Context: an optimization exercise on an open-source flow, tuned for small area and a short achievable clock period. The choices shown serve that exercise and are no tape-out recipe.
At most, simulation tests tie the RTL to the original design; equivalence was not proved.
No driver is modelled on the clock port, so clock power and skew are understated where the tree is cut down; a real chip needs a root buffer or a tree.

v14:
Design sigma_delta_ADC, start of the top module:
module sigma_delta_ADC(
    input clk,
    input reset,
    input [23:0] analog_in,
    output [32:0] digital_out
);
For scale: about 210 flip-flops, roughly 59 I/O pins.
==> flow/config.mk <==
export PLATFORM = sky130hd
export DESIGN_NAME = sigma_delta_ADC
export DESIGN_NICKNAME = sigma_delta_ADC
export VERILOG_FILES = /design/flow/design.v
export SDC_FILE = /design/flow/constraint.sdc
export NUM_CORES = 4
export LEC_CHECK = 0
export CAP_MARGIN = 20
export CORE_MARGIN = 2
export CORE_UTILIZATION = 40
export SLEW_MARGIN = 20
export SYNTH_HIERARCHICAL = 1
export SYNTH_MINIMUM_KEEP_SIZE = 0
==> flow/constraint.sdc <==
create_clock -name core_clock -period 4.0 [get_ports {clk}]
set_input_delay 0.8000 -clock core_clock [delete_from_list [all_inputs] [get_ports {clk}]]
set_output_delay 0.8000 -clock core_clock [all_outputs]
set_load 0.01 [all_outputs]
run.sh (not shown) runs the stock make flow with config.mk's settings and CLKGATE_MAP_FILE= SYNTH_SCRIPT=/design/flow/synth_recipe.tcl, a recipe that flattens the netlist after the stock synthesis.
v14: done, clean on timing, DRC and antenna
Inputs modified between v14 and v9:
--- a/flow/config.mk
+++ b/flow/config.mk
@@ -10,0 +11 @@
+export SETUP_SLACK_MARGIN = 2.4
Results
Sort v14 and v9 by critical path depth desc -> top: v9
Clock latency on the worst-skew pair across v14 and v9: no real change.
Post-CTS setup buffer count delta for v9 relative to v14: 27 higher

========
Setup of P:
Another version of the RTL of sigma_delta_ADC (not shown whole).
Size: about 1100 cells after synthesis, about 59 I/O pins, ~0.013 mm² of cells after synthesis.
Settings: LEC_CHECK=0, CAP_MARGIN=20, CORE_MARGIN=2, CORE_UTILIZATION=40, SLEW_MARGIN=20; clock period 4.0 ns.
Having completed the whole flow, P delivered a layout that passed the timing, design-rule and antenna checks.
Edits applied to the flow inputs when going from P to Q:
-- flow/config.mk --
<<< P, line 6
export NUM_CORES = 4
export LEC_CHECK = 0
export CAP_MARGIN = 20
export CORE_MARGIN = 2
export CORE_UTILIZATION = 40
export SLEW_MARGIN = 20
>>> Q, line 6
export NUM_CORES = 4
export LEC_CHECK = 0
export ABC_CLOCK_PERIOD_IN_PS = 1200
export CAP_MARGIN = 20
export CORE_MARGIN = 2
export CORE_UTILIZATION = 40
export SETUP_SLACK_MARGIN = 2.4
export SLEW_MARGIN = 20
Notes after the runs:
- Q | stages: all done | timing, DRC, antenna: all pass
- Q against P; total of clock buffers placed in the layout is down by a few percent.
- Q ends up with a final design instance area without fill that is 0.0017 mm² higher than in P.
- Re maximum frequency: P was lower than Q.
- For the final worst slack, Q came in 0.51 ns higher than P did.
No run of this note included a check of the RTL's function; only the layout flow was run.

========
== v40 ==
Another version of the RTL of sigma_delta_ADC (not shown whole).
Size: about 230 flip-flops, roughly 59 I/O pins, about 15000 µm² of cells after synthesis.
==> flow/config.mk <==
export PLATFORM = sky130hd
export DESIGN_NAME = sigma_delta_ADC
export DESIGN_NICKNAME = sigma_delta_ADC
export VERILOG_FILES = /design/flow/design.v
export SDC_FILE = /design/flow/constraint.sdc
export NUM_CORES = 4
export LEC_CHECK = 0
export CAP_MARGIN = 20
export CORE_MARGIN = 2
export CORE_UTILIZATION = 40
export SETUP_SLACK_MARGIN = 2.3
export SLEW_MARGIN = 20
export SYNTH_HIERARCHICAL = 1
export SYNTH_MINIMUM_KEEP_SIZE = 0
==> flow/constraint.sdc <==
create_clock -name core_clock -period 4.0 [get_ports {clk}]
set_input_delay 0.8000 -clock core_clock [delete_from_list [all_inputs] [get_ports {clk}]]
set_output_delay 0.8000 -clock core_clock [all_outputs]
set_load 0.01 [all_outputs]
standard.sh (not shown) runs the stock make flow with config.mk's settings and CLKGATE_MAP_FILE= SYNTH_SCRIPT=/design/flow/synth_recipe.tcl, a recipe that flattens the netlist after the stock synthesis.
==> flow/flow/run.sh <==
#!/bin/bash
# The standard layout (the standard.sh: its synthesis, floorplan, power grid,
# placement, CTS, routing), with two hooks:
#  - after floorplan, flow/downsize.tcl sets every combinational cell to drive
#    strength 1 (the repair steps that follow size up what timing needs);
#  - after CTS, flow/clock_tree.tcl rebuilds the clock tree as two balanced
#    buffer levels (the port drives CT_ROOTS root buffers, which drive CT_LEAVES
#    leaf buffers at k-means centres of the flip-flops).
# The make output goes to make.log; each ORFS step's tool output is in orfs/logs/.
set -euo pipefail
here=$(pwd)
export CT_ROOTS=4
export CT_LEAVES=12
bash standard.sh POST_FLOORPLAN_TCL="$here/flow/downsize.tcl" POST_CTS_TCL="$here/flow/clock_tree.tcl" \
  CT_ROOTS=$CT_ROOTS CT_LEAVES=$CT_LEAVES finish > "$here/make.log" 2>&1
Other scripts of this flow, unchanged in this note and not shown: flow/flow/clock_tree.tcl, flow/flow/downsize.tcl
v40 has completed all stages; timing, DRC and antenna checks passed.
### v40 -> v31
==> flow/flow/run.sh <==
#!/bin/bash
# The standard layout (the standard.sh: its synthesis, floorplan, power grid,
# placement, CTS, routing), with two hooks:
#  - after floorplan, flow/downsize.tcl sets every combinational cell to drive
#    strength 1 (the repair steps that follow size up what timing needs);
#  - after CTS, flow/clock_tree.tcl rebuilds the clock tree as two balanced
#    buffer levels (the port drives CT_ROOTS root buffers, which drive CT_LEAVES
#    leaf buffers at k-means centres of the flip-flops).
# Port buffers are buf_2 (the standard flow's buffer_ports with -buffer_cell);
# the repair steps size up the ones on critical paths.
# The make output goes to make.log; each ORFS step's tool output is in orfs/logs/.
set -euo pipefail
here=$(pwd)
export CT_ROOTS=4
export CT_LEAVES=12
bash standard.sh POST_FLOORPLAN_TCL="$here/flow/downsize.tcl" POST_CTS_TCL="$here/flow/clock_tree.tcl" \
  "BUFFER_PORTS_ARGS=-buffer_cell sky130_fd_sc_hd__buf_2" \
  CT_ROOTS=$CT_ROOTS CT_LEAVES=$CT_LEAVES finish > "$here/make.log" 2>&1
[summary]
- Every run in the comparison, v40 and v31, completed the flow with a clean layout.
- As of v31, non-filler instance count after layout had fallen slightly compared to v40.
- Going from v40 to v31, met3 global-route usage has remained practically unchanged, clock-pin slew on the worst setup and hold paths held, via count now smaller.
> inputs changed (v31 -> v45)
==> flow/flow/run.sh <==
#!/bin/bash
# The standard layout (the standard.sh: its synthesis, floorplan, power grid,
# placement, CTS, routing), with two hooks:
#  - after floorplan, flow/downsize.tcl sets every combinational cell to drive
#    strength 1 (the repair steps that follow size up what timing needs);
#  - after CTS, flow/clock_tree.tcl rebuilds the clock tree as two balanced
#    buffer levels (the port drives CT_ROOTS root buffers, which drive CT_LEAVES
#    leaf buffers at k-means centres of the flip-flops).
# Port buffers are buf_1 (the standard flow's buffer_ports with -buffer_cell);
# the repair steps size up the ones on critical paths.
# The make output goes to make.log; each ORFS step's tool output is in orfs/logs/.
set -euo pipefail
here=$(pwd)
export CT_ROOTS=4
export CT_LEAVES=12
bash standard.sh POST_FLOORPLAN_TCL="$here/flow/downsize.tcl" POST_CTS_TCL="$here/flow/clock_tree.tcl" \
  "BUFFER_PORTS_ARGS=-buffer_cell sky130_fd_sc_hd__buf_1" \
  CT_ROOTS=$CT_ROOTS CT_LEAVES=$CT_LEAVES finish > "$here/make.log" 2>&1
On number of cells in the finished layout apart from fillers, v45 tracks v31 almost exactly. Compared with v31, in v45 fill cell instance count of the final layout fell by 32; sum of routed wire length over all layers down 0.55%; gate count of the mapped netlist held; setup slack of the critical path after layout +0.016 ns. Of v31 and v45, the run reporting the lower data required time of the worst path was v45. Relative to v31, summed area of non-filler cells in the final layout decreased by 0.63% in v45. Worst hold slack in v45 vs v31: down 0.011 ns.
In every run of this note, the design's own scripts or RTL, not TritonCTS, make the clock network.

[what the ideal ports hide]
No port has a modelled driver above. Below, the same layouts with a new extraction and two added sets of constraints. Step 1: set_driving_cell puts a clkbuf_16 on clk and a buf_2 on each other input, an assumption about the parent block. Step 2 moves the port delays by t, midway between the first and last clock arrival at a register: inputs arrive t later, outputs are due t later. That takes back most of the time a late clock gives input paths. Slacks: ideal / step 1 / step 2; pairs: ideal / step 1.
run	shift t [ns]	setup slack, ns	pins driven straight from the clock port
v14	0.570	1.248 / 1.200 / 1.250	1
v9	0.566	1.850 / 1.801 / 1.874	1
P	0.554	0.936 / 0.936 / 0.587	1
Q	0.559	1.442 / 1.442 / 0.929	1
v40	0.404	2.348 / 2.267 / 2.022	4
v31	0.392	2.349 / 2.262 / 2.036	4
v45	0.386	2.365 / 2.285 / 2.099	4
After both steps every run listed still meets setup and hold. The setup slack of Q, which loses most, moves by 0.000 ns with the drivers and by -0.513 ns with both steps. Setup slack includes reset recovery checks.
